Background: an optimization exercise with open tools, aiming at small area and a short achievable clock period. Do not read the settings as production practice. At most, simulation tests tie the RTL to the original design; equivalence was not proved. No functional check of the RTL was part of run 2. No run shown here takes its clock network from TritonCTS; it comes from the design's own scripts or RTL. The clock input has no modelled driver; a real chip could not lean on it and would need a root buffer or a full tree. Power figures rest on the tool's default switching activity, not on a simulated workload.

## flow/design.v (module list and top-level ports; edited modules follow where they fit)
// module mult_unsigned: 1686 lines
// module mult_pg: 4 lines
// module mult_xor2: 3 lines
// module mult_maj3: 3 lines
// module mult_fa: 4 lines
// module mult_ha: 4 lines
module mult_unsigned (
	input clk, rst,
	input [15:0] A,
	input [23:0] B,
	output [39:0] result
);
  // ...
==> flow/flow/run.sh <==
#!/bin/bash
# Layout flow: the standard synthesis unchanged, then the standard ORFS
# steps with plain buffers on the ports and the setup-repair target below.
set -euo pipefail
bash standard.sh synth > synth.log 2>&1
sed -e 's/SETUP_SLACK_MARGIN=[-0-9.]*/SETUP_SLACK_MARGIN=5.6/' standard.sh > layout.sh
export BUFFER_PORTS_ARGS="-buffer_cell sky130_fd_sc_hd__buf_1"
export PRE_CTS_TCL=$(pwd)/flow/manual_cts.tcl MCTS_LEAVES=16 MCTS_ROOTS=4
bash layout.sh finish > layout.log 2>&1
==> flow/flow/manual_cts.tcl <==
# Two-level clock tree built by hand, in place of the flow's clock tree
# synthesis: the clock port drives a few root buffers; each root buffer drives
# the leaf buffers of its region, and each leaf buffer drives one cluster of
# flip-flops (k-means on their positions). Every register gets the same two
# buffer stages; no register's clock is delayed on purpose.
proc mcts_kmeans {pts k} {
  # pts: list of {x y}; returns {assign cx cy counts}
  set n [llength $pts]
  set sorted [lsort -real -index 0 $pts]
  set cx {}; set cy {}
  for {set i 0} {$i < $k} {incr i} {
    set s [lindex $sorted [expr {int(($i + 0.5) * $n / $k)}]]
    lappend cx [lindex $s 0]; lappend cy [lindex $s 1]
  }
  for {set iter 0} {$iter < 40} {incr iter} {
    set sx [lrepeat $k 0.0]; set sy [lrepeat $k 0.0]; set sc [lrepeat $k 0]
    set assign {}
    foreach s $pts {
      set best 0; set bd 1e30
      for {set i 0} {$i < $k} {incr i} {
        set d [expr {abs([lindex $s 0] - [lindex $cx $i]) + abs([lindex $s 1] - [lindex $cy $i])}]
        if {$d < $bd} { set bd $d; set best $i }
      }
      lappend assign $best
      lset sx $best [expr {[lindex $sx $best] + [lindex $s 0]}]
      lset sy $best [expr {[lindex $sy $best] + [lindex $s 1]}]
      lset sc $best [expr {[lindex $sc $best] + 1}]
    }
    for {set i 0} {$i < $k} {incr i} {
      if {[lindex $sc $i] > 0} {
        lset cx $i [expr {[lindex $sx $i] / [lindex $sc $i]}]
        lset cy $i [expr {[lindex $sy $i] / [lindex $sc $i]}]
      }
    }
  }
  return [list $assign $cx $cy $sc]
}

# capacity-limited assignment of points to centres (nearest first), with the
# centres moved to their points' mean, repeated
proc mcts_balance {pts cx cy cap} {
  set n [llength $pts]
  set k [llength $cx]
  for {set iter 0} {$iter < 10} {incr iter} {
    set pairs {}
    for {set l 0} {$l < $n} {incr l} {
      set p [lindex $pts $l]
      for {set r 0} {$r < $k} {incr r} {
        lappend pairs [list [expr {abs([lindex $p 0] - [lindex $cx $r]) + abs([lindex $p 1] - [lindex $cy $r])}] $l $r]
      }
    }
    set assign [lrepeat $n -1]
    set sc [lrepeat $k 0]
    foreach pr [lsort -real -index 0 $pairs] {
      lassign $pr d l r
      if {[lindex $assign $l] >= 0 || [lindex $sc $r] >= $cap} { continue }
      lset assign $l $r
      lset sc $r [expr {[lindex $sc $r] + 1}]
    }
    set sx [lrepeat $k 0.0]; set sy [lrepeat $k 0.0]
    for {set l 0} {$l < $n} {incr l} {
      set r [lindex $assign $l]
      lset sx $r [expr {[lindex $sx $r] + [lindex $pts $l 0]}]
      lset sy $r [expr {[lindex $sy $r] + [lindex $pts $l 1]}]
    }
    for {set r 0} {$r < $k} {incr r} {
      if {[lindex $sc $r] > 0} { lset cx $r [expr {[lindex $sx $r] / [lindex $sc $r]}]; lset cy $r [expr {[lindex $sy $r] / [lindex $sc $r]}] }
    }
  }
  return [list $assign $cx $cy $sc]
}

proc mcts_build {nleaf nroot} {
  set block [ord::get_db_block]
  set db [ord::get_db]
  set clknet [[$block findBTerm clk] getNet]
  set master [$db findMaster sky130_fd_sc_hd__clkbuf_16]
  set lmaster $master
  if {[info exists ::env(MCTS_LEAF_CELL)]} { set lmaster [$db findMaster $::env(MCTS_LEAF_CELL)] }
  set sinks {}; set pts {}
  foreach it [$clknet getITerms] {
    set inst [$it getInst]
    set loc [$inst getLocation]
    set m [$inst getMaster]
    lappend sinks $it
    lappend pts [list [expr {[lindex $loc 0] + [$m getWidth] / 2}] [expr {[lindex $loc 1] + [$m getHeight] / 2}]]
  }
  lassign [mcts_kmeans $pts $nleaf] assign cx cy sc
  lassign [mcts_balance $pts $cx $cy [expr {int(ceil(double([llength $pts]) / $nleaf))}]] assign cx cy sc
  set lpts {}; set lidx {}
  for {set i 0} {$i < $nleaf} {incr i} {
    if {[lindex $sc $i] > 0} { lappend lpts [list [lindex $cx $i] [lindex $cy $i]]; lappend lidx $i }
  }
  lassign [mcts_kmeans $lpts $nroot] rassign rcx rcy rsc
  # balance: every root buffer drives the same number of leaf buffers (+-1)
  set nl [llength $lpts]
  set cap [expr {int(ceil(double($nl) / $nroot))}]
  for {set iter 0} {$iter < 10} {incr iter} {
    set pairs {}
    for {set l 0} {$l < $nl} {incr l} {
      for {set r 0} {$r < $nroot} {incr r} {
        set p [lindex $lpts $l]
        lappend pairs [list [expr {abs([lindex $p 0] - [lindex $rcx $r]) + abs([lindex $p 1] - [lindex $rcy $r])}] $l $r]
      }
    }
    set rassign [lrepeat $nl -1]
    set rsc [lrepeat $nroot 0]
    foreach pr [lsort -real -index 0 $pairs] {
      lassign $pr d l r
      if {[lindex $rassign $l] >= 0 || [lindex $rsc $r] >= $cap} { continue }
      lset rassign $l $r
      lset rsc $r [expr {[lindex $rsc $r] + 1}]
    }
    for {set r 0} {$r < $nroot} {incr r} {
      set sx 0.0; set sy 0.0; set c 0
      for {set l 0} {$l < $nl} {incr l} {
        if {[lindex $rassign $l] == $r} {
          set sx [expr {$sx + [lindex $lpts $l 0]}]; set sy [expr {$sy + [lindex $lpts $l 1]}]; incr c
        }
      }
      if {$c > 0} { lset rcx $r [expr {$sx / $c}]; lset rcy $r [expr {$sy / $c}] }
    }
  }
  set rootnets {}
  for {set r 0} {$r < $nroot} {incr r} {
    if {[lindex $rsc $r] == 0} { lappend rootnets {}; continue }
    set root [odb::dbInst_create $block $master mcts_root_$r]
    $root setLocation [expr {int([lindex $rcx $r])}] [expr {int([lindex $rcy $r])}]
    $root setPlacementStatus PLACED
    [$root findITerm A] connect $clknet
    set rnet [odb::dbNet_create $block mcts_root_net_$r]
    $rnet setSigType CLOCK
    [$root findITerm X] connect $rnet
    lappend rootnets $rnet
  }
  set leafnets [lrepeat $nleaf {}]
  set j 0
  foreach i $lidx {
    set leaf [odb::dbInst_create $block $lmaster mcts_leaf_$i]
    $leaf setLocation [expr {int([lindex $cx $i])}] [expr {int([lindex $cy $i])}]
    $leaf setPlacementStatus PLACED
    [$leaf findITerm A] connect [lindex $rootnets [lindex $rassign $j]]
    set lnet [odb::dbNet_create $block mcts_leaf_net_$i]
    $lnet setSigType CLOCK
    [$leaf findITerm X] connect $lnet
    lset leafnets $i $lnet
    incr j
  }
  set j 0
  foreach it $sinks {
    $it disconnect
    $it connect [lindex $leafnets [lindex $assign $j]]
    incr j
  }
  puts "manual clock tree: [llength $sinks] sinks, [llength $lidx] leaf buffers $sc, $nroot root buffers $rsc"
}

set mcts_leaves 10
set mcts_roots 3
if {[info exists ::env(MCTS_LEAVES)]} { set mcts_leaves $::env(MCTS_LEAVES) }
if {[info exists ::env(MCTS_ROOTS)]} { set mcts_roots $::env(MCTS_ROOTS) }
mcts_build $mcts_leaves $mcts_roots
set_propagated_clock [all_clocks]
# the tree is built: the flow's clock_tree_synthesis call becomes a no-op
rename clock_tree_synthesis mcts_orig_clock_tree_synthesis
proc clock_tree_synthesis {args} { puts "clock_tree_synthesis skipped: manual clock tree" }
==> flow/standard.sh <==
#!/bin/bash
# synth_recipe.tcl (not shown) runs the flow's synth.tcl, then flattens the netlist and writes it again
# the make line also repeats each setting of config.mk as NAME=value (left out here)
make -C /OpenROAD-flow-scripts/flow DESIGN_CONFIG=/design/flow/config.mk WORK_HOME=/design/flow/orfs CLKGATE_MAP_FILE= SYNTH_SCRIPT=/design/flow/synth_recipe.tcl "${@:-finish}"
==> flow/config.mk <==
export PLATFORM = sky130hd
export DESIGN_NAME = mult_unsigned
export DESIGN_NICKNAME = mult_unsigned
export VERILOG_FILES = /design/flow/design.v
export SDC_FILE = /design/flow/constraint.sdc
export NUM_CORES = 4
export LEC_CHECK = 0
export CAP_MARGIN = 20
export CORE_MARGIN = 2
export CORE_UTILIZATION = 40
export SETUP_SLACK_MARGIN = 5
export SLEW_MARGIN = 20
export SYNTH_HIERARCHICAL = 1
export SYNTH_MINIMUM_KEEP_SIZE = 0
==> flow/constraint.sdc <==
create_clock -name core_clock -period 8.0 [get_ports {clk}]
set_input_delay 1.6000 -clock core_clock [delete_from_list [all_inputs] [get_ports {clk}]]
set_output_delay 1.6000 -clock core_clock [all_outputs]
set_load 0.01 [all_outputs]
==> flow_metrics.env, run 1 <==
export IMPL_post_place_cells=2004
export IMPL_placementRows=74
export IMPL_use_met1_pct=24.3
export IMPL_well_tap_count=532
export IMPL_grt_overflow_total=0
export IMPL_num_fill_cells=3770
export IMPL_final_cell_area_mm2=0.0188
export IMPL_dr_first_iter_drc_count=800
export IMPL_finalHoldWorstSlack_ps=306
export IMPL_path_clk_slew_ps=80
export IMPL_seqAreaFraction_pct=35.0
export IMPL_ys_dominant_reg_cell="sky130_fd_sc_hd__dfxtp_1"
export IMPL_die_h_um=208
export IMPL_reg2regPathDepth=8
export IMPL_cp_cell_sequence="buf_12 > a22oi_2 > xnor2_2 > fa_1 > xor2_1 > xor2_1 > xor2_1 > xor2_1"
export IMPL_synth_compound_gate_area_share_pct=11.2
export IMPL_wirelength_mm=39.0
export IMPL_stdcell_count=2066
export IMPL_run_status="no timing/DRC/antenna violations"
export IMPL_largest_register="r2"
export IMPL_clk_power_w=0.000926
export IMPL_r2r_endpoint="r2[73]$_DFF_P_"
export IMPL_power_frac_seq_pct=34.7
export IMPL_timing_final_ws_setup_ps=5520
export IMPL_final_core_util_pct=45.9
export IMPL_drtPass1Iterations=5
==> run 2, diff against run 1 <==
--- a/flow/design.v
+++ b/flow/design.v
@@ -3,18 +3,18 @@
 	input [15:0] A,
 	input [23:0] B,
 	output [39:0] result
 );
 reg [23:0] rb;
 reg [7:0] r_one, r_two, r_neg;
 reg r_a15;
 reg [115:0] r2;
-reg [18:0] r3lo;
-reg [39:18] r3x, r3y;
+reg [22:0] r3lo;
+reg [39:22] r3x, r3y;
 reg [39:0] r4, r5;
 reg [3:0] v;
 wire [16:0] ax = {A, 1'b0};
 wire [7:0] e_one, e_two, e_neg;
 genvar gi;
 generate for (gi = 0; gi < 8; gi = gi + 1) begin : enc
 	assign e_one[gi] = ax[2*gi+1] ^ ax[2*gi];
 	assign e_two[gi] = (ax[2*gi+2] & ~ax[2*gi+1] & ~ax[2*gi]) | (~ax[2*gi+2] & ax[2*gi+1] & ax[2*gi]);
@@ -652,26 +652,26 @@
 wire s630;
 wire c631;
 wire h632;
 wire s633;
 wire c634;
 wire h635;
 wire s636;
 wire c637;
-wire s638;
-wire c639;
-wire s640;
-wire c641;
+wire h638;
+wire s639;
+wire c640;
+wire h641;
 wire s642;
 wire c643;
-wire s644;
-wire c645;
-wire s646;
-wire c647;
+wire h644;
+wire s645;
+wire c646;
+wire h647;
 wire s648;
 wire c649;
 wire s650;
 wire c651;
 wire s652;
 wire c653;
 wire s654;
 wire c655;
@@ -694,20 +694,20 @@
 wire s672;
 wire c673;
 wire s674;
 wire c675;
 wire s676;
 wire c677;
 wire s678;
 wire c679;
-wire g680;
-wire p681;
-wire g682;
-wire p683;
+wire s680;
+wire c681;
+wire s682;
+wire c683;
 wire g684;
 wire p685;
 wire g686;
 wire p687;
 wire g688;
 wire p689;
 wire g690;
 wire p691;
@@ -733,34 +733,34 @@
 wire p711;
 wire g712;
 wire p713;
 wire g714;
 wire p715;
 wire g716;
 wire p717;
 wire g718;
-wire g719;
-wire p720;
-wire g721;
-wire p722;
-wire g723;
-wire p724;
-wire g725;
-wire p726;
-wire g727;
-wire p728;
-wire g729;
-wire p730;
+wire p719;
+wire g720;
+wire p721;
+wire g722;
+wire p723;
+wire g724;
+wire p725;
+wire g726;
+wire p727;
+wire g728;
+wire p729;
+wire g730;
 wire g731;
 wire p732;
 wire g733;
 wire p734;
 wire g735;
-wire g736;
+wire p736;
 wire g737;
 wire p738;
 wire g739;
 wire p740;
 wire g741;
 wire p742;
 wire g743;
 wire p744;
@@ -768,66 +768,66 @@
 wire p746;
 wire g747;
 wire p748;
 wire g749;
 wire p750;
 wire g751;
 wire g752;
 wire g753;
-wire g754;
+wire p754;
 wire g755;
 wire p756;
 wire g757;
 wire p758;
 wire g759;
 wire p760;
 wire g761;
 wire p762;
 wire g763;
-wire g764;
+wire p764;
 wire g765;
-wire g766;
+wire p766;
 wire g767;
-wire g768;
+wire p768;
 wire g769;
-wire g770;
+wire p770;
 wire g771;
 wire g772;
 wire g773;
 wire g774;
-wire p775;
-wire g776;
-wire p777;
-wire g778;
-wire p779;
-wire g780;
-wire p781;
-wire g782;
-wire p783;
-wire g784;
-wire p785;
-wire g786;
-wire p787;
-wire g788;
-wire p789;
+wire g775;
+wire p776;
+wire g777;
+wire p778;
+wire g779;
+wire p780;
+wire g781;
+wire p782;
+wire g783;
+wire p784;
+wire g785;
+wire p786;
+wire g787;
+wire p788;
+wire g789;
 wire g790;
-wire p791;
+wire g791;
 wire g792;
-wire p793;
+wire g793;
 wire g794;
-wire p795;
+wire g795;
 wire g796;
-wire p797;
+wire g797;
 wire g798;
-wire p799;
+wire g799;
 wire g800;
-wire p801;
+wire g801;
 wire g802;
-wire p803;
+wire g803;
 wire g804;
 wire p805;
 wire g806;
 wire p807;
 wire g808;
 wire p809;
 wire g810;
 wire p811;
@@ -835,37 +835,37 @@
 wire p813;
 wire g814;
 wire p815;
 wire g816;
 wire p817;
 wire g818;
 wire p819;
 wire g820;
-wire g821;
-wire p822;
-wire g823;
-wire p824;
-wire g825;
-wire p826;
-wire g827;
-wire p828;
-wire g829;
-wire p830;
-wire g831;
-wire p832;
-wire g833;
-wire p834;
-wire g835;
-wire p836;
-wire g837;
-wire p838;
-wire g839;
-wire p840;
-wire g841;
+wire p821;
+wire g822;
+wire p823;
+wire g824;
+wire p825;
+wire g826;
+wire p827;
+wire g828;
+wire p829;
+wire g830;
+wire p831;
+wire g832;
+wire p833;
+wire g834;
+wire p835;
+wire g836;
+wire p837;
+wire g838;
+wire p839;
+wire g840;
+wire p841;
 wire g842;
 wire g843;
 wire p844;
 wire g845;
 wire p846;
 wire g847;
 wire p848;
 wire g849;
@@ -874,50 +874,54 @@
 wire p852;
 wire g853;
 wire p854;
 wire g855;
 wire p856;
 wire g857;
 wire p858;
 wire g859;
-wire p860;
+wire g860;
 wire g861;
-wire g862;
+wire p862;
 wire g863;
-wire g864;
+wire p864;
 wire g865;
 wire p866;
 wire g867;
 wire p868;
 wire g869;
 wire p870;
 wire g871;
 wire p872;
 wire g873;
 wire p874;
 wire g875;
-wire p876;
+wire g876;
 wire g877;
-wire p878;
+wire g878;
 wire g879;
-wire g880;
+wire p880;
 wire g881;
-wire g882;
+wire p882;
 wire g883;
-wire g884;
+wire p884;
 wire g885;
-wire g886;
+wire p886;
 wire g887;
 wire g888;
 wire g889;
 wire g890;
 wire g891;
 wire g892;
 wire g893;
+wire g894;
+wire g895;
+wire g896;
+wire g897;
 assign pp1 = ((r_one[0] & rb[0])) ^ r_neg[0];
 assign pp2 = ((r_one[0] & rb[1]) | (r_two[0] & rb[0])) ^ r_neg[0];
 assign pp3 = ((r_one[0] & rb[2]) | (r_two[0] & rb[1])) ^ r_neg[0];
 assign pp4 = ((r_one[0] & rb[3]) | (r_two[0] & rb[2])) ^ r_neg[0];
 assign pp5 = ((r_one[0] & rb[4]) | (r_two[0] & rb[3])) ^ r_neg[0];
 assign pp6 = ((r_one[0] & rb[5]) | (r_two[0] & rb[4])) ^ r_neg[0];
 assign pp7 = ((r_one[0] & rb[6]) | (r_two[0] & rb[5])) ^ r_neg[0];
 assign pp8 = ((r_one[0] & rb[7]) | (r_two[0] & rb[6])) ^ r_neg[0];
@@ -1458,225 +1462,233 @@
 mult_xor2 u303 (.a(h629), .b(r2[43]), .s(s627));
 mult_maj3 u304 (.a(r2[41]), .b(r2[42]), .c(r2[43]), .co(c628));
 mult_xor2 u305 (.a(r2[44]), .b(r2[45]), .s(h632));
 mult_xor2 u306 (.a(h632), .b(r2[46]), .s(s630));
 mult_maj3 u307 (.a(r2[44]), .b(r2[45]), .c(r2[46]), .co(c631));
 mult_xor2 u308 (.a(r2[47]), .b(r2[48]), .s(h635));
 mult_xor2 u309 (.a(h635), .b(r2[49]), .s(s633));
 mult_maj3 u310 (.a(r2[47]), .b(r2[48]), .c(r2[49]), .co(c634));
-mult_fa u311 (.a(r2[50]), .b(r2[51]), .c(r2[52]), .s(s636), .co(c637));
-mult_fa u312 (.a(r2[53]), .b(r2[54]), .c(r2[55]), .s(s638), .co(c639));
-mult_fa u313 (.a(r2[56]), .b(r2[57]), .c(r2[58]), .s(s640), .co(c641));
-mult_fa u314 (.a(r2[59]), .b(r2[60]), .c(r2[61]), .s(s642), .co(c643));
-mult_fa u315 (.a(r2[62]), .b(r2[63]), .c(r2[64]), .s(s644), .co(c645));
-mult_fa u316 (.a(r2[65]), .b(r2[66]), .c(r2[67]), .s(s646), .co(c647));
-mult_fa u317 (.a(r2[68]), .b(r2[69]), .c(r2[70]), .s(s648), .co(c649));
-mult_fa u318 (.a(r2[71]), .b(r2[72]), .c(r2[73]), .s(s650), .co(c651));
-mult_fa u319 (.a(r2[74]), .b(r2[75]), .c(r2[76]), .s(s652), .co(c653));
-mult_fa u320 (.a(r2[77]), .b(r2[78]), .c(r2[79]), .s(s654), .co(c655));
-mult_fa u321 (.a(r2[80]), .b(r2[81]), .c(r2[82]), .s(s656), .co(c657));
-mult_fa u322 (.a(r2[83]), .b(r2[84]), .c(r2[85]), .s(s658), .co(c659));
-mult_fa u323 (.a(r2[86]), .b(r2[87]), .c(r2[88]), .s(s660), .co(c661));
-mult_fa u324 (.a(r2[89]), .b(r2[90]), .c(r2[91]), .s(s662), .co(c663));
-mult_fa u325 (.a(r2[92]), .b(r2[93]), .c(r2[94]), .s(s664), .co(c665));
-mult_fa u326 (.a(r2[95]), .b(r2[96]), .c(r2[97]), .s(s666), .co(c667));
-mult_fa u327 (.a(r2[98]), .b(r2[99]), .c(r2[100]), .s(s668), .co(c669));
-mult_fa u328 (.a(r2[101]), .b(r2[102]), .c(r2[103]), .s(s670), .co(c671));
-mult_fa u329 (.a(r2[104]), .b(r2[105]), .c(r2[106]), .s(s672), .co(c673));
-mult_fa u330 (.a(r2[107]), .b(r2[108]), .c(r2[109]), .s(s674), .co(c675));
-mult_fa u331 (.a(r2[110]), .b(r2[111]), .c(r2[112]), .s(s676), .co(c677));
-mult_fa u332 (.a(r2[113]), .b(r2[114]), .c(r2[115]), .s(s678), .co(c679));
-mult_pg u333 (.a(r2[0]), .b(r2[1]), .p(p681), .g(g680));
-mult_pg u334 (.a(r2[2]), .b(1'b0), .p(p683), .g(g682));
-mult_pg u335 (.a(r2[5]), .b(s590), .p(p685), .g(g684));
-mult_pg u336 (.a(c591), .b(s592), .p(p687), .g(g686));
-mult_pg u337 (.a(c593), .b(s594), .p(p689), .g(g688));
-mult_pg u338 (.a(c595), .b(s597), .p(p691), .g(g690));
-mult_pg u339 (.a(c598), .b(s600), .p(p693), .g(g692));
-mult_pg u340 (.a(c601), .b(s603), .p(p695), .g(g694));
-mult_pg u341 (.a(c604), .b(s606), .p(p697), .g(g696));
-mult_pg u342 (.a(c607), .b(s609), .p(p699), .g(g698));
-mult_pg u343 (.a(c610), .b(s612), .p(p701), .g(g700));
-mult_pg u344 (.a(c613), .b(s615), .p(p703), .g(g702));
-mult_pg u345 (.a(c616), .b(s618), .p(p705), .g(g704));
-mult_pg u346 (.a(c619), .b(s621), .p(p707), .g(g706));
-mult_pg u347 (.a(c622), .b(s624), .p(p709), .g(g708));
-mult_pg u348 (.a(c625), .b(s627), .p(p711), .g(g710));
-mult_pg u349 (.a(c628), .b(s630), .p(p713), .g(g712));
-mult_pg u350 (.a(c631), .b(s633), .p(p715), .g(g714));
-mult_pg u351 (.a(1'b0), .b(1'b0), .p(p717), .g(g716));
-assign g718 = g682 | (p683 & g680);
-assign g719 = g686 | (p687 & g684);
-assign p720 = p687 & p685;
-assign g721 = g690 | (p691 & g688);
-assign p722 = p691 & p689;
-assign g723 = g694 | (p695 & g692);
-assign p724 = p695 & p693;
-assign g725 = g698 | (p699 & g696);
-assign p726 = p699 & p697;
-assign g727 = g702 | (p703 & g700);
-assign p728 = p703 & p701;
-assign g729 = g706 | (p707 & g704);
-assign p730 = p707 & p705;
-assign g731 = g710 | (p711 & g708);
-assign p732 = p711 & p709;
-assign g733 = g714 | (p715 & g712);
-assign p734 = p715 & p713;
-assign g735 = g684 | (p685 & g718);
-assign g736 = g719 | (p720 & g718);
-assign g737 = g692 | (p693 & g721);
-assign p738 = p693 & p722;
-assign g739 = g723 | (p724 & g721);
-assign p740 = p724 & p722;
-assign g741 = g700 | (p701 & g725);
-assign p742 = p701 & p726;
-assign g743 = g727 | (p728 & g725);
-assign p744 = p728 & p726;
-assign g745 = g708 | (p709 & g729);
-assign p746 = p709 & p730;
-assign g747 = g731 | (p732 & g729);
-assign p748 = p732 & p730;
-assign g749 = g716 | (p717 & g733);
-assign p750 = p717 & p734;
-assign g751 = g688 | (p689 & g736);
-assign g752 = g721 | (p722 & g736);
-assign g753 = g737 | (p738 & g736);
-assign g754 = g739 | (p740 & g736);
-assign g755 = g704 | (p705 & g743);
-assign p756 = p705 & p744;
-assign g757 = g729 | (p730 & g743);
-assign p758 = p730 & p744;
-assign g759 = g745 | (p746 & g743);
-assign p760 = p746 & p744;
-assign g761 = g747 | (p748 & g743);
-assign p762 = p748 & p744;
-assign g763 = g696 | (p697 & g754);
-assign g764 = g725 | (p726 & g754);
-assign g765 = g741 | (p742 & g754);
-assign g766 = g743 | (p744 & g754);
-assign g767 = g755 | (p756 & g754);
-assign g768 = g757 | (p758 & g754);
-assign g769 = g759 | (p760 & g754);
-assign g770 = g761 | (p762 & g754);
-assign g771 = g712 | (p713 & g770);
-assign g772 = g733 | (p734 & g770);
-assign g773 = g749 | (p750 & g770);
-mult_pg u352 (.a(r3lo[18]), .b(r3lo[18]), .p(p775), .g(g774));
-mult_pg u353 (.a(r3x[18]), .b(r3y[18]), .p(p777), .g(g776));
-mult_pg u354 (.a(r3x[19]), .b(r3y[19]), .p(p779), .g(g778));
-mult_pg u355 (.a(r3x[20]), .b(r3y[20]), .p(p781), .g(g780));
-mult_pg u356 (.a(r3x[21]), .b(r3y[21]), .p(p783), .g(g782));
-mult_pg u357 (.a(r3x[22]), .b(r3y[22]), .p(p785), .g(g784));
-mult_pg u358 (.a(r3x[23]), .b(r3y[23]), .p(p787), .g(g786));
-mult_pg u359 (.a(r3x[24]), .b(r3y[24]), .p(p789), .g(g788));
-mult_pg u360 (.a(r3x[25]), .b(r3y[25]), .p(p791), .g(g790));
-mult_pg u361 (.a(r3x[26]), .b(r3y[26]), .p(p793), .g(g792));
-mult_pg u362 (.a(r3x[27]), .b(r3y[27]), .p(p795), .g(g794));
-mult_pg u363 (.a(r3x[28]), .b(r3y[28]), .p(p797), .g(g796));
-mult_pg u364 (.a(r3x[29]), .b(r3y[29]), .p(p799), .g(g798));
-mult_pg u365 (.a(r3x[30]), .b(r3y[30]), .p(p801), .g(g800));
-mult_pg u366 (.a(r3x[31]), .b(r3y[31]), .p(p803), .g(g802));
-mult_pg u367 (.a(r3x[32]), .b(r3y[32]), .p(p805), .g(g804));
-mult_pg u368 (.a(r3x[33]), .b(r3y[33]), .p(p807), .g(g806));
-mult_pg u369 (.a(r3x[34]), .b(r3y[34]), .p(p809), .g(g808));
-mult_pg u370 (.a(r3x[35]), .b(r3y[35]), .p(p811), .g(g810));
-mult_pg u371 (.a(r3x[36]), .b(r3y[36]), .p(p813), .g(g812));
-mult_pg u372 (.a(r3x[37]), .b(r3y[37]), .p(p815), .g(g814));
-mult_pg u373 (.a(r3x[38]), .b(r3y[38]), .p(p817), .g(g816));
-mult_pg u374 (.a(r3x[39]), .b(r3y[39]), .p(p819), .g(g818));
-assign g820 = g776 | (p777 & g774);
-assign g821 = g780 | (p781 & g778);
-assign p822 = p781 & p779;
-assign g823 = g784 | (p785 & g782);
-assign p824 = p785 & p783;
-assign g825 = g788 | (p789 & g786);
-assign p826 = p789 & p787;
-assign g827 = g792 | (p793 & g790);
-assign p828 = p793 & p791;
-assign g829 = g796 | (p797 & g794);
-assign p830 = p797 & p795;
-assign g831 = g800 | (p801 & g798);
-assign p832 = p801 & p799;
-assign g833 = g804 | (p805 & g802);
-assign p834 = p805 & p803;
-assign g835 = g808 | (p809 & g806);
-assign p836 = p809 & p807;
-assign g837 = g812 | (p813 & g810);
-assign p838 = p813 & p811;
-assign g839 = g816 | (p817 & g814);
-assign p840 = p817 & p815;
-assign g841 = g778 | (p779 & g820);
-assign g842 = g821 | (p822 & g820);
-assign g843 = g786 | (p787 & g823);
-assign p844 = p787 & p824;
-assign g845 = g825 | (p826 & g823);
-assign p846 = p826 & p824;
-assign g847 = g794 | (p795 & g827);
-assign p848 = p795 & p828;
-assign g849 = g829 | (p830 & g827);
-assign p850 = p830 & p828;
-assign g851 = g802 | (p803 & g831);
-assign p852 = p803 & p832;
-assign g853 = g833 | (p834 & g831);
-assign p854 = p834 & p832;
-assign g855 = g810 | (p811 & g835);
-assign p856 = p811 & p836;
-assign g857 = g837 | (p838 & g835);
-assign p858 = p838 & p836;
-assign g859 = g818 | (p819 & g839);
-assign p860 = p819 & p840;
-assign g861 = g782 | (p783 & g842);
-assign g862 = g823 | (p824 & g842);
-assign g863 = g843 | (p844 & g842);
-assign g864 = g845 | (p846 & g842);
-assign g865 = g798 | (p799 & g849);
-assign p866 = p799 & p850;
-assign g867 = g831 | (p832 & g849);
-assign p868 = p832 & p850;
-assign g869 = g851 | (p852 & g849);
-assign p870 = p852 & p850;
-assign g871 = g853 | (p854 & g849);
-assign p872 = p854 & p850;
-assign g873 = g814 | (p815 & g857);
-assign p874 = p815 & p858;
-assign g875 = g839 | (p840 & g857);
-assign p876 = p840 & p858;
-assign g877 = g859 | (p860 & g857);
-assign p878 = p860 & p858;
-assign g879 = g790 | (p791 & g864);
-assign g880 = g827 | (p828 & g864);
-assign g881 = g847 | (p848 & g864);
-assign g882 = g849 | (p850 & g864);
-assign g883 = g865 | (p866 & g864);
-assign g884 = g867 | (p868 & g864);
-assign g885 = g869 | (p870 & g864);
-assign g886 = g871 | (p872 & g864);
-assign g887 = g806 | (p807 & g886);
-assign g888 = g835 | (p836 & g886);
-assign g889 = g855 | (p856 & g886);
-assign g890 = g857 | (p858 & g886);
-assign g891 = g873 | (p874 & g886);
-assign g892 = g875 | (p876 & g886);
-assign g893 = g877 | (p878 & g886);
-wire [39:0] sx = {c677, c675, c673, c671, c669, c667, c665, c663, c661, c659, c657, c655, c653, c651, c649, c647, c645, c643, c641, c639, c637, c634, c631, c628, c625, c622, c619, c616, c613, c610, c607, c604, c601, c598, c595, c593, c591, r2[5], r2[2], r2[0]};
-wire [39:0] sy = {s678, s676, s674, s672, s670, s668, s666, s664, s662, s660, s658, s656, s654, s652, s650, s648, s646, s644, s642, s640, s638, s636, s633, s630, s627, s624, s621, s618, s615, s612, s609, s606, s603, s600, s597, s594, s592, s590, 1'b0, r2[1]};
-wire [18:0] sum_lo = {(p717 ^ g772), (p715 ^ g771), (p713 ^ g770), (p711 ^ g769), (p709 ^ g768), (p707 ^ g767), (p705 ^ g766), (p703 ^ g765), (p701 ^ g764), (p699 ^ g763), (p697 ^ g754), (p695 ^ g753), (p693 ^ g752), (p691 ^ g751), (p689 ^ g736), (p687 ^ g735), (p685 ^ g718), (p683 ^ g680), p681};
-wire [39:18] sum_hi = {(p819 ^ g892), (p817 ^ g891), (p815 ^ g890), (p813 ^ g889), (p811 ^ g888), (p809 ^ g887), (p807 ^ g886), (p805 ^ g885), (p803 ^ g884), (p801 ^ g883), (p799 ^ g882), (p797 ^ g881), (p795 ^ g880), (p793 ^ g879), (p791 ^ g864), (p789 ^ g863), (p787 ^ g862), (p785 ^ g861), (p783 ^ g842), (p781 ^ g841), (p779 ^ g820), (p777 ^ g774)};
+mult_xor2 u311 (.a(r2[50]), .b(r2[51]), .s(h638));
+mult_xor2 u312 (.a(h638), .b(r2[52]), .s(s636));
+mult_maj3 u313 (.a(r2[50]), .b(r2[51]), .c(r2[52]), .co(c637));
+mult_xor2 u314 (.a(r2[53]), .b(r2[54]), .s(h641));
+mult_xor2 u315 (.a(h641), .b(r2[55]), .s(s639));
+mult_maj3 u316 (.a(r2[53]), .b(r2[54]), .c(r2[55]), .co(c640));
+mult_xor2 u317 (.a(r2[56]), .b(r2[57]), .s(h644));
+mult_xor2 u318 (.a(h644), .b(r2[58]), .s(s642));
+mult_maj3 u319 (.a(r2[56]), .b(r2[57]), .c(r2[58]), .co(c643));
+mult_xor2 u320 (.a(r2[59]), .b(r2[60]), .s(h647));
+mult_xor2 u321 (.a(h647), .b(r2[61]), .s(s645));
+mult_maj3 u322 (.a(r2[59]), .b(r2[60]), .c(r2[61]), .co(c646));
+mult_fa u323 (.a(r2[62]), .b(r2[63]), .c(r2[64]), .s(s648), .co(c649));
+mult_fa u324 (.a(r2[65]), .b(r2[66]), .c(r2[67]), .s(s650), .co(c651));
+mult_fa u325 (.a(r2[68]), .b(r2[69]), .c(r2[70]), .s(s652), .co(c653));
+mult_fa u326 (.a(r2[71]), .b(r2[72]), .c(r2[73]), .s(s654), .co(c655));
+mult_fa u327 (.a(r2[74]), .b(r2[75]), .c(r2[76]), .s(s656), .co(c657));
+mult_fa u328 (.a(r2[77]), .b(r2[78]), .c(r2[79]), .s(s658), .co(c659));
+mult_fa u329 (.a(r2[80]), .b(r2[81]), .c(r2[82]), .s(s660), .co(c661));
+mult_fa u330 (.a(r2[83]), .b(r2[84]), .c(r2[85]), .s(s662), .co(c663));
+mult_fa u331 (.a(r2[86]), .b(r2[87]), .c(r2[88]), .s(s664), .co(c665));
+mult_fa u332 (.a(r2[89]), .b(r2[90]), .c(r2[91]), .s(s666), .co(c667));
+mult_fa u333 (.a(r2[92]), .b(r2[93]), .c(r2[94]), .s(s668), .co(c669));
+mult_fa u334 (.a(r2[95]), .b(r2[96]), .c(r2[97]), .s(s670), .co(c671));
+mult_fa u335 (.a(r2[98]), .b(r2[99]), .c(r2[100]), .s(s672), .co(c673));
+mult_fa u336 (.a(r2[101]), .b(r2[102]), .c(r2[103]), .s(s674), .co(c675));
+mult_fa u337 (.a(r2[104]), .b(r2[105]), .c(r2[106]), .s(s676), .co(c677));
+mult_fa u338 (.a(r2[107]), .b(r2[108]), .c(r2[109]), .s(s678), .co(c679));
+mult_fa u339 (.a(r2[110]), .b(r2[111]), .c(r2[112]), .s(s680), .co(c681));
+mult_fa u340 (.a(r2[113]), .b(r2[114]), .c(r2[115]), .s(s682), .co(c683));
+mult_pg u341 (.a(r2[0]), .b(r2[1]), .p(p685), .g(g684));
+mult_pg u342 (.a(r2[2]), .b(1'b0), .p(p687), .g(g686));
+mult_pg u343 (.a(r2[5]), .b(s590), .p(p689), .g(g688));
+mult_pg u344 (.a(c591), .b(s592), .p(p691), .g(g690));
+mult_pg u345 (.a(c593), .b(s594), .p(p693), .g(g692));
+mult_pg u346 (.a(c595), .b(s597), .p(p695), .g(g694));
+mult_pg u347 (.a(c598), .b(s600), .p(p697), .g(g696));
+mult_pg u348 (.a(c601), .b(s603), .p(p699), .g(g698));
+mult_pg u349 (.a(c604), .b(s606), .p(p701), .g(g700));
+mult_pg u350 (.a(c607), .b(s609), .p(p703), .g(g702));
+mult_pg u351 (.a(c610), .b(s612), .p(p705), .g(g704));
+mult_pg u352 (.a(c613), .b(s615), .p(p707), .g(g706));
+mult_pg u353 (.a(c616), .b(s618), .p(p709), .g(g708));
+mult_pg u354 (.a(c619), .b(s621), .p(p711), .g(g710));
+mult_pg u355 (.a(c622), .b(s624), .p(p713), .g(g712));
+mult_pg u356 (.a(c625), .b(s627), .p(p715), .g(g714));
+mult_pg u357 (.a(c628), .b(s630), .p(p717), .g(g716));
+mult_pg u358 (.a(c631), .b(s633), .p(p719), .g(g718));
+mult_pg u359 (.a(c634), .b(s636), .p(p721), .g(g720));
+mult_pg u360 (.a(c637), .b(s639), .p(p723), .g(g722));
+mult_pg u361 (.a(c640), .b(s642), .p(p725), .g(g724));
+mult_pg u362 (.a(c643), .b(s645), .p(p727), .g(g726));
+mult_pg u363 (.a(1'b0), .b(1'b0), .p(p729), .g(g728));
+assign g730 = g686 | (p687 & g684);
+assign g731 = g690 | (p691 & g688);
+assign p732 = p691 & p689;
+assign g733 = g694 | (p695 & g692);
+assign p734 = p695 & p693;
+assign g735 = g698 | (p699 & g696);
+assign p736 = p699 & p697;
+assign g737 = g702 | (p703 & g700);
+assign p738 = p703 & p701;
+assign g739 = g706 | (p707 & g704);
+assign p740 = p707 & p705;
+assign g741 = g710 | (p711 & g708);
+assign p742 = p711 & p709;
+assign g743 = g714 | (p715 & g712);
+assign p744 = p715 & p713;
+assign g745 = g718 | (p719 & g716);
+assign p746 = p719 & p717;
+assign g747 = g722 | (p723 & g720);
+assign p748 = p723 & p721;
+assign g749 = g726 | (p727 & g724);
+assign p750 = p727 & p725;
+assign g751 = g688 | (p689 & g730);
+assign g752 = g731 | (p732 & g730);
+assign g753 = g696 | (p697 & g733);
+assign p754 = p697 & p734;
+assign g755 = g735 | (p736 & g733);
+assign p756 = p736 & p734;
+assign g757 = g704 | (p705 & g737);
+assign p758 = p705 & p738;
+assign g759 = g739 | (p740 & g737);
+assign p760 = p740 & p738;
+assign g761 = g712 | (p713 & g741);
+assign p762 = p713 & p742;
+assign g763 = g743 | (p744 & g741);
+assign p764 = p744 & p742;
+assign g765 = g720 | (p721 & g745);
+assign p766 = p721 & p746;
+assign g767 = g747 | (p748 & g745);
+assign p768 = p748 & p746;
+assign g769 = g728 | (p729 & g749);
+assign p770 = p729 & p750;
+assign g771 = g692 | (p693 & g752);
+assign g772 = g733 | (p734 & g752);
+assign g773 = g753 | (p754 & g752);
+assign g774 = g755 | (p756 & g752);
+assign g775 = g708 | (p709 & g759);
+assign p776 = p709 & p760;
+assign g777 = g741 | (p742 & g759);
+assign p778 = p742 & p760;
+assign g779 = g761 | (p762 & g759);
+assign p780 = p762 & p760;
+assign g781 = g763 | (p764 & g759);
+assign p782 = p764 & p760;
+assign g783 = g724 | (p725 & g767);
+assign p784 = p725 & p768;
+assign g785 = g749 | (p750 & g767);
+assign p786 = p750 & p768;
+assign g787 = g769 | (p770 & g767);
+assign p788 = p770 & p768;
+assign g789 = g700 | (p701 & g774);
+assign g790 = g737 | (p738 & g774);
+assign g791 = g757 | (p758 & g774);
+assign g792 = g759 | (p760 & g774);
+assign g793 = g775 | (p776 & g774);
+assign g794 = g777 | (p778 & g774);
+assign g795 = g779 | (p780 & g774);
+assign g796 = g781 | (p782 & g774);
+assign g797 = g716 | (p717 & g796);
+assign g798 = g745 | (p746 & g796);
+assign g799 = g765 | (p766 & g796);
+assign g800 = g767 | (p768 & g796);
+assign g801 = g783 | (p784 & g796);
+assign g802 = g785 | (p786 & g796);
+assign g803 = g787 | (p788 & g796);
+mult_pg u364 (.a(r3lo[22]), .b(r3lo[22]), .p(p805), .g(g804));
+mult_pg u365 (.a(r3x[22]), .b(r3y[22]), .p(p807), .g(g806));
+mult_pg u366 (.a(r3x[23]), .b(r3y[23]), .p(p809), .g(g808));
+mult_pg u367 (.a(r3x[24]), .b(r3y[24]), .p(p811), .g(g810));
+mult_pg u368 (.a(r3x[25]), .b(r3y[25]), .p(p813), .g(g812));
+mult_pg u369 (.a(r3x[26]), .b(r3y[26]), .p(p815), .g(g814));
+mult_pg u370 (.a(r3x[27]), .b(r3y[27]), .p(p817), .g(g816));
+mult_pg u371 (.a(r3x[28]), .b(r3y[28]), .p(p819), .g(g818));
+mult_pg u372 (.a(r3x[29]), .b(r3y[29]), .p(p821), .g(g820));
+mult_pg u373 (.a(r3x[30]), .b(r3y[30]), .p(p823), .g(g822));
+mult_pg u374 (.a(r3x[31]), .b(r3y[31]), .p(p825), .g(g824));
+mult_pg u375 (.a(r3x[32]), .b(r3y[32]), .p(p827), .g(g826));
+mult_pg u376 (.a(r3x[33]), .b(r3y[33]), .p(p829), .g(g828));
+mult_pg u377 (.a(r3x[34]), .b(r3y[34]), .p(p831), .g(g830));
+mult_pg u378 (.a(r3x[35]), .b(r3y[35]), .p(p833), .g(g832));
+mult_pg u379 (.a(r3x[36]), .b(r3y[36]), .p(p835), .g(g834));
+mult_pg u380 (.a(r3x[37]), .b(r3y[37]), .p(p837), .g(g836));
+mult_pg u381 (.a(r3x[38]), .b(r3y[38]), .p(p839), .g(g838));
+mult_pg u382 (.a(r3x[39]), .b(r3y[39]), .p(p841), .g(g840));
+assign g842 = g806 | (p807 & g804);
+assign g843 = g810 | (p811 & g808);
+assign p844 = p811 & p809;
+assign g845 = g814 | (p815 & g812);
+assign p846 = p815 & p813;
+assign g847 = g818 | (p819 & g816);
+assign p848 = p819 & p817;
+assign g849 = g822 | (p823 & g820);
+assign p850 = p823 & p821;
+assign g851 = g826 | (p827 & g824);
+assign p852 = p827 & p825;
+assign g853 = g830 | (p831 & g828);
+assign p854 = p831 & p829;
+assign g855 = g834 | (p835 & g832);
+assign p856 = p835 & p833;
+assign g857 = g838 | (p839 & g836);
+assign p858 = p839 & p837;
+assign g859 = g808 | (p809 & g842);
+assign g860 = g843 | (p844 & g842);
+assign g861 = g816 | (p817 & g845);
+assign p862 = p817 & p846;
+assign g863 = g847 | (p848 & g845);
+assign p864 = p848 & p846;
+assign g865 = g824 | (p825 & g849);
+assign p866 = p825 & p850;
+assign g867 = g851 | (p852 & g849);
+assign p868 = p852 & p850;
+assign g869 = g832 | (p833 & g853);
+assign p870 = p833 & p854;
+assign g871 = g855 | (p856 & g853);
+assign p872 = p856 & p854;
+assign g873 = g840 | (p841 & g857);
+assign p874 = p841 & p858;
+assign g875 = g812 | (p813 & g860);
+assign g876 = g845 | (p846 & g860);
+assign g877 = g861 | (p862 & g860);
+assign g878 = g863 | (p864 & g860);
+assign g879 = g828 | (p829 & g867);
+assign p880 = p829 & p868;
+assign g881 = g853 | (p854 & g867);
+assign p882 = p854 & p868;
+assign g883 = g869 | (p870 & g867);
+assign p884 = p870 & p868;
+assign g885 = g871 | (p872 & g867);
+assign p886 = p872 & p868;
+assign g887 = g820 | (p821 & g878);
+assign g888 = g849 | (p850 & g878);
+assign g889 = g865 | (p866 & g878);
+assign g890 = g867 | (p868 & g878);
+assign g891 = g879 | (p880 & g878);
+assign g892 = g881 | (p882 & g878);
+assign g893 = g883 | (p884 & g878);
+assign g894 = g885 | (p886 & g878);
+assign g895 = g836 | (p837 & g894);
+assign g896 = g857 | (p858 & g894);
+assign g897 = g873 | (p874 & g894);
+wire [39:0] sx = {c681, c679, c677, c675, c673, c671, c669, c667, c665, c663, c661, c659, c657, c655, c653, c651, c649, c646, c643, c640, c637, c634, c631, c628, c625, c622, c619, c616, c613, c610, c607, c604, c601, c598, c595, c593, c591, r2[5], r2[2], r2[0]};
+wire [39:0] sy = {s682, s680, s678, s676, s674, s672, s670, s668, s666, s664, s662, s660, s658, s656, s654, s652, s650, s648, s645, s642, s639, s636, s633, s630, s627, s624, s621, s618, s615, s612, s609, s606, s603, s600, s597, s594, s592, s590, 1'b0, r2[1]};
+wire [22:0] sum_lo = {(p729 ^ g802), (p727 ^ g801), (p725 ^ g800), (p723 ^ g799), (p721 ^ g798), (p719 ^ g797), (p717 ^ g796), (p715 ^ g795), (p713 ^ g794), (p711 ^ g793), (p709 ^ g792), (p707 ^ g791), (p705 ^ g790), (p703 ^ g789), (p701 ^ g774), (p699 ^ g773), (p697 ^ g772), (p695 ^ g771), (p693 ^ g752), (p691 ^ g751), (p689 ^ g730), (p687 ^ g684), p685};
+wire [39:22] sum_hi = {(p841 ^ g896), (p839 ^ g895), (p837 ^ g894), (p835 ^ g893), (p833 ^ g892), (p831 ^ g891), (p829 ^ g890), (p827 ^ g889), (p825 ^ g888), (p823 ^ g887), (p821 ^ g878), (p819 ^ g877), (p817 ^ g876), (p815 ^ g875), (p813 ^ g860), (p811 ^ g859), (p809 ^ g842), (p807 ^ g804)};
 always @(posedge clk) begin
 	rb <= B;
 	r_one <= e_one;
 	r_two <= e_two;
 	r_neg <= e_neg;
 	r_a15 <= A[15];
 	r2 <= {pp231, pp232, ns208, pp207, i240, c589, s588, pp206, c587, s586, c500, c585, s584, c498, c583, s582, s497, c581, s580, c491, c579, s578, c486, c576, s575, c481, c573, s572, c476, c570, s569, c470, c567, s566, c464, c564, s563, c458, c561, s560, c452, c558, s557, c446, c555, s554, c440, c552, s551, c434, c549, s548, c428, c546, s545, c422, c543, s542, c416, c540, s539, c410, c537, s536, c404, c534, s533, c398, c531, s530, c392, c528, s527, c386, c525, s524, c380, c522, s521, c374, c519, s518, c369, c516, s515, c364, c514, s513, s363, c512, s511, s359, c510, s509, s355, c508, s507, s351, c506, s505, s349, c504, s503, pp54, c502, s501, pp53, pp29, pp28, pp4, pp27, pp3, r_neg[1], pp2, pp1, r_neg[0]};
 	r3lo <= sum_lo;
-	r3x <= sx[39:18];
-	r3y <= sy[39:18];
-	r4 <= {sum_hi, r3lo[17:0]};
+	r3x <= sx[39:22];
+	r3y <= sy[39:22];
+	r4 <= {sum_hi, r3lo[21:0]};
 end
 always @(posedge clk or posedge rst) begin
 	if (rst) begin
 		v <= 4'b0;
 		r5 <= 40'b0;
 	end else begin
 		v <= {v[2:0], 1'b1};
 		r5 <= r4 & {40{v[3]}};
==> flow/flow/run.sh (replaced) <==
#!/bin/bash
# Layout flow: the standard synthesis unchanged, then the standard ORFS
# steps with plain buffers on the ports and the setup-repair target below.
set -euo pipefail
bash standard.sh synth > synth.log 2>&1
sed -e 's/SETUP_SLACK_MARGIN=[-0-9.]*/SETUP_SLACK_MARGIN=5.5/' standard.sh > layout.sh
export BUFFER_PORTS_ARGS="-buffer_cell sky130_fd_sc_hd__buf_1"
export PRE_CTS_TCL=$(pwd)/flow/manual_cts.tcl MCTS_LEAVES=16 MCTS_ROOTS=4
bash layout.sh finish > layout.log 2>&1
==> run 2 against run 1 <==
  * Cell area fell by 2.8%
  * Utilization fell by 0.99 points
  * Sequential power barely moved
  * First-iteration DRC count rose by 3.8%
==> flow_metrics.env, run 2 <==
export IMPL_run_status="no timing/DRC/antenna violations"
export IMPL_timing_setup_critical_path_class="reg2reg"
export IMPL_worst_setup_path_end_kind="flip-flop"
export IMPL_post_dp_hpwl_mm=24.8
export IMPL_synth_top_area_share_pct=32.1
export IMPL_yosys_mux_area_fraction_pct=0.0610
export IMPL_chipWidth_um=207
export IMPL_grt_antenna_before_repair=0
export IMPL_synth_compound_gate_area_share_pct=11.0
export IMPL_grt_overflow_total=0
export IMPL_post_synth_instance_area_mm2=0.0164
export IMPL_holdCritPathClass="reg2reg"
export IMPL_post_place_cells=1979
export IMPL_timing_critical_path_slowest_stage_cell="sky130_fd_sc_hd__dfxtp_2"
export IMPL_synth_xor_xnor_area_share_pct=20.9
export IMPL_post_synth_and_or_nand_nor_area_fraction_pct=4.96
export IMPL_critical_path_max_stage_delay_ps=350
export IMPL_power_switching_fraction_pct=37.4
export IMPL_biggestRegsByFlops="r2: 116 flops, r4: 40 flops, r5: 40 flops"
export IMPL_global_route_wire_length_before_repair_mm=59.7
export IMPL_fmax_mhz=392
export IMPL_synth_enable_flop_cells=0
export IMPL_cell_internal_pwr_w=0.00446
export IMPL_seqCellArea_mm2=0.00650
export IMPL_num_antenna_cells=0
export IMPL_overall_track_demand_over_capacity_in_global_routing_pct=17.9
export IMPL_worst_pin_slew_ps=560
export IMPL_pwr_share_comb_pct=52.6
export IMPL_total_leakage_power_nw=7.16
export IMPL_finalHoldWorstSlack_ps=329
export IMPL_synth_adder_area_share_pct=21.3
export IMPL_leading_cell_types_in_the_layout_fill_and_taps_excluded="sky130_fd_sc_hd__xnor2_1 (221), sky130_fd_sc_hd__dfxtp_1 (220), sky130_fd_sc_hd__a22oi_1 (183), sky130_fd_sc_hd__xor2_1 (168), sky130_fd_sc_hd__fa_1 (89)"
export IMPL_dr_first_iter_drc_count=830
export IMPL_synth_yosys_warnings=7
export IMPL_worst_ep_required_time_ps=8240
export IMPL_port_buffer_count=81
export IMPL_place_area_mm2=0.0171
export IMPL_vias=10700
export IMPL_postRouteAntennaNets=0
export IMPL_critical_path_startpoint_type="flip-flop"
export IMPL_wirelength_mm=38.9
export IMPL_postCtsHoldBufs=0
export IMPL_first_global_vias=10700
export IMPL_p_sw_w=0.00266
export IMPL_r2r_slack_ps=5450
export IMPL_netlist_top_cell_by_area="sky130_fd_sc_hd__dfxtp_1"
export IMPL_ys_dominant_reg_cell="sky130_fd_sc_hd__dfxtp_1"
export IMPL_total_drc_errors_in_the_routed_layout=0
export IMPL_worstSkewPairLatency_ps=340
export IMPL_final_cell_area_mm2=0.0183
export IMPL_post_route_period_util_pct=31.9
export IMPL_syn_avg_cell_area_um2=11.3
export IMPL_timing_max_transition_violations_final=0
export IMPL_clkPwrFrac_pct=12.9
export IMPL_ratio_of_cells_with_drive_above_1_in_the_final_layout_pct=14.7
export IMPL_most_instantiated_cells_after_synthesis="sky130_fd_sc_hd__dfxtp_1 (263), sky130_fd_sc_hd__xnor2_1 (222), sky130_fd_sc_hd__a22oi_1 (184)"
export IMPL_rsz0062_at_grt="true"
export IMPL_route_detailed_vias_per_inst=5.25
export IMPL_io_pins=82
export IMPL_tns_ps=0
export IMPL_timing_clock_skew_ps=41.0
export IMPL_maxCapViolCount=0
export IMPL_syn_inst=1458
export IMPL_final_core_util_pct=44.9
export IMPL_path_clk_slew_ps=80
export IMPL_cp_cell_sequence="xor2_1 > xor2_1 > ha_1 > and3_4 > nand4_1 > and2b_2 > o311ai_4 > buf_6 > a21oi_4 > a21oi_2 > xnor2_1"
export IMPL_synth_most_common_cell="sky130_fd_sc_hd__dfxtp_1"
export IMPL_synth_sequential_area_ratio_pct=38.8
export IMPL_max_slew_margin_pct=62.7
export IMPL_core_area_mm2=0.0406
export IMPL_power_per_cell_area_mw_per_mm2=390
export IMPL_timing_critical_path_fanout_max=4
export IMPL_synth_ff_latch_count=307
export IMPL_initial_utilization_pct=40.4
export IMPL_design_die_area_mm2=0.0427
export IMPL_worstPathArrival_ps=2790
export IMPL_synthTopCellsByArea="sky130_fd_sc_hd__dfxtp_1 (32%), sky130_fd_sc_hd__xnor2_1 (12%), sky130_fd_sc_hd__fa_1 (11%)"
export IMPL_final_common_cell="sky130_fd_sc_hd__xnor2_1"
export IMPL_largest_register_ff_count=116
export IMPL_synth_top_family_by_area="adder cells"
export IMPL_wl_per_cell_um=19.2
export IMPL_largest_register="r2"
export IMPL_netlist_cell_type_count=48
export IMPL_areaGrowthSynthToFinish_pct=11.3
export IMPL_finalHoldViolCount=0
export IMPL_num_fill_cells=3765
export IMPL_drtPass1Iterations=8
export IMPL_crit_path_frequent_cell="sky130_fd_sc_hd__xor2_1"
export IMPL_final_setup_viol_count=0
export IMPL_multi_input_area_mm2=0.00968
export IMPL_vdd_ir_drop_max_uv=229
export IMPL_synth_async_reset_ratio_pct=14.3
export IMPL_final_net_count=1700
export IMPL_place_congestion=0.847
export IMPL_die_h_um=207
export IMPL_timing_final_crit_period_ps=2550
export IMPL_stdcell_count=2033
export IMPL_grt_max_degree=45
export IMPL_placementRows=74
export IMPL_power_frac_seq_pct=34.4
-- run 2: cell types whose count changed after synthesis, sizes merged, moves of 5 or more --
cell / change
inv: -7
xor2: +7
nand2: -5
o311ai: -5
-- run 2: cell type report --
class | instances | share of cell area [%]
Timing Repair Buffer | 132 | 4.58
Multi-Input combinational cell | 1023 | 53.0
Tap cell | 532 | 3.65
Buffer | 20 | 2.74
Sequential cell | 307 | 35.6
Inverter | 19 | 0.411
-- run 2: critical path: cells and delay by family, from the launching register on --
family,cells,cell delay [ps]
adder cells (fa/ha/maj),1,280
XOR/XNOR,3,520
AND/OR/NAND/NOR,3,600
flip-flops,1,350
buffers and inverters,1,170
AO/OA/AOI/OAI,3,530
-- run 2: through the flow --
step	setup slack, ps	total power [W]
CTS	5420	0.00711
global placement	4950	0.00581
finish	5450	0.00713
global route	5320	0.00775
floorplan	5510	0.00514
detailed placement	4910	0.00590
-- run 2: cell families after synthesis --
family | Yosys count
multiplexers | 1
adder cells (fa/ha/maj) | 234
AND/OR/NAND/NOR | 149
flip-flops | 307
other | 2
buffers and inverters | 130
XOR/XNOR | 391
AO/OA/AOI/OAI | 244
-- run 2: power groups by stage --
stage / clock network [W] / registers (W) / logic (W)
floorplan: 0 / 0.00241 / 0.00272
global placement: 0 / 0.00250 / 0.00331
detailed placement: 0 / 0.00251 / 0.00339
CTS: 0.000969 / 0.00248 / 0.00366
global route: 0.00101 / 0.00252 / 0.00421
finish: 0.000922 / 0.00245 / 0.00375
-- run 2: path summary, 6_finish.rpt --
kind,start,end,cells after the start
worst max-delay path,r2[38]$_DFF_P_,r3lo[21]$_DFF_P_,11
worst min-delay path,r3lo[17]$_DFF_P_,r4[17]$_DFF_P_,0
worst max register to register,r2[38]$_DFF_P_,r3lo[21]$_DFF_P_,11
worst min register to register,r3lo[17]$_DFF_P_,r4[17]$_DFF_P_,0
max in group asynchronous,rst,r5[10]$_DFF_PP0_,3
min in group asynchronous,rst,r5[38]$_DFF_PP0_,2
-- run 2: repair_timing --
item                       in CTS  in global routing
setup endpoints to repair      77                 32
gates resized for setup        73                 35
setup buffers                   8                 25
pin swaps                      22                 22
-- run 2: layer usage --
layer  global-route usage [%]  wire [um]
met1                     24.2      16700
met3                     2.84       3060
met2                     30.3      18300
met5                        0          0
met4                     3.67        913
-- run 2: modules after synthesis (local to each module, per instance) --
| module | cells | copies in the design | flip-flops and latches | area, um2 |
|---|---|---|---|---|
| mult_unsigned | 1076 | 1 | 307 | 11600 |
| mult_pg | 1 | 42 | 0 | 12.5 |
| mult_fa | 1 | 89 | 0 | 20.0 |
| mult_ha | 1 | 14 | 0 | 12.5 |
| mult_maj3 | 1 | 79 | 0 | 11.3 |
| mult_xor2 | 1 | 158 | 0 | 8.76 |

what the ideal ports hide:
How much do the figures lean on ideal ports? The routed layouts below were timed once more, with nothing changed but the port constraints.
Step 1 assumes that a clkbuf_16 drives the clock port and a buf_2 every other input.
Step 2 moves the port delays by t, midway between the first and last clock arrival at a register: inputs arrive t later, outputs are due t later. That takes back most of the time a late clock gives input paths.
Three values: ideal, step 1, step 2; two values: the first two.
| run | t, ns | setup slack, ns | worst setup path at the end |
|---|---|---|---|
| run 1 | 0.430 | 5.517 / 5.441 / 5.517 | register to register |
| run 2 | 0.428 | 5.450 / 5.451 / 5.451 | register to register |
After both steps every run listed still meets setup and hold.
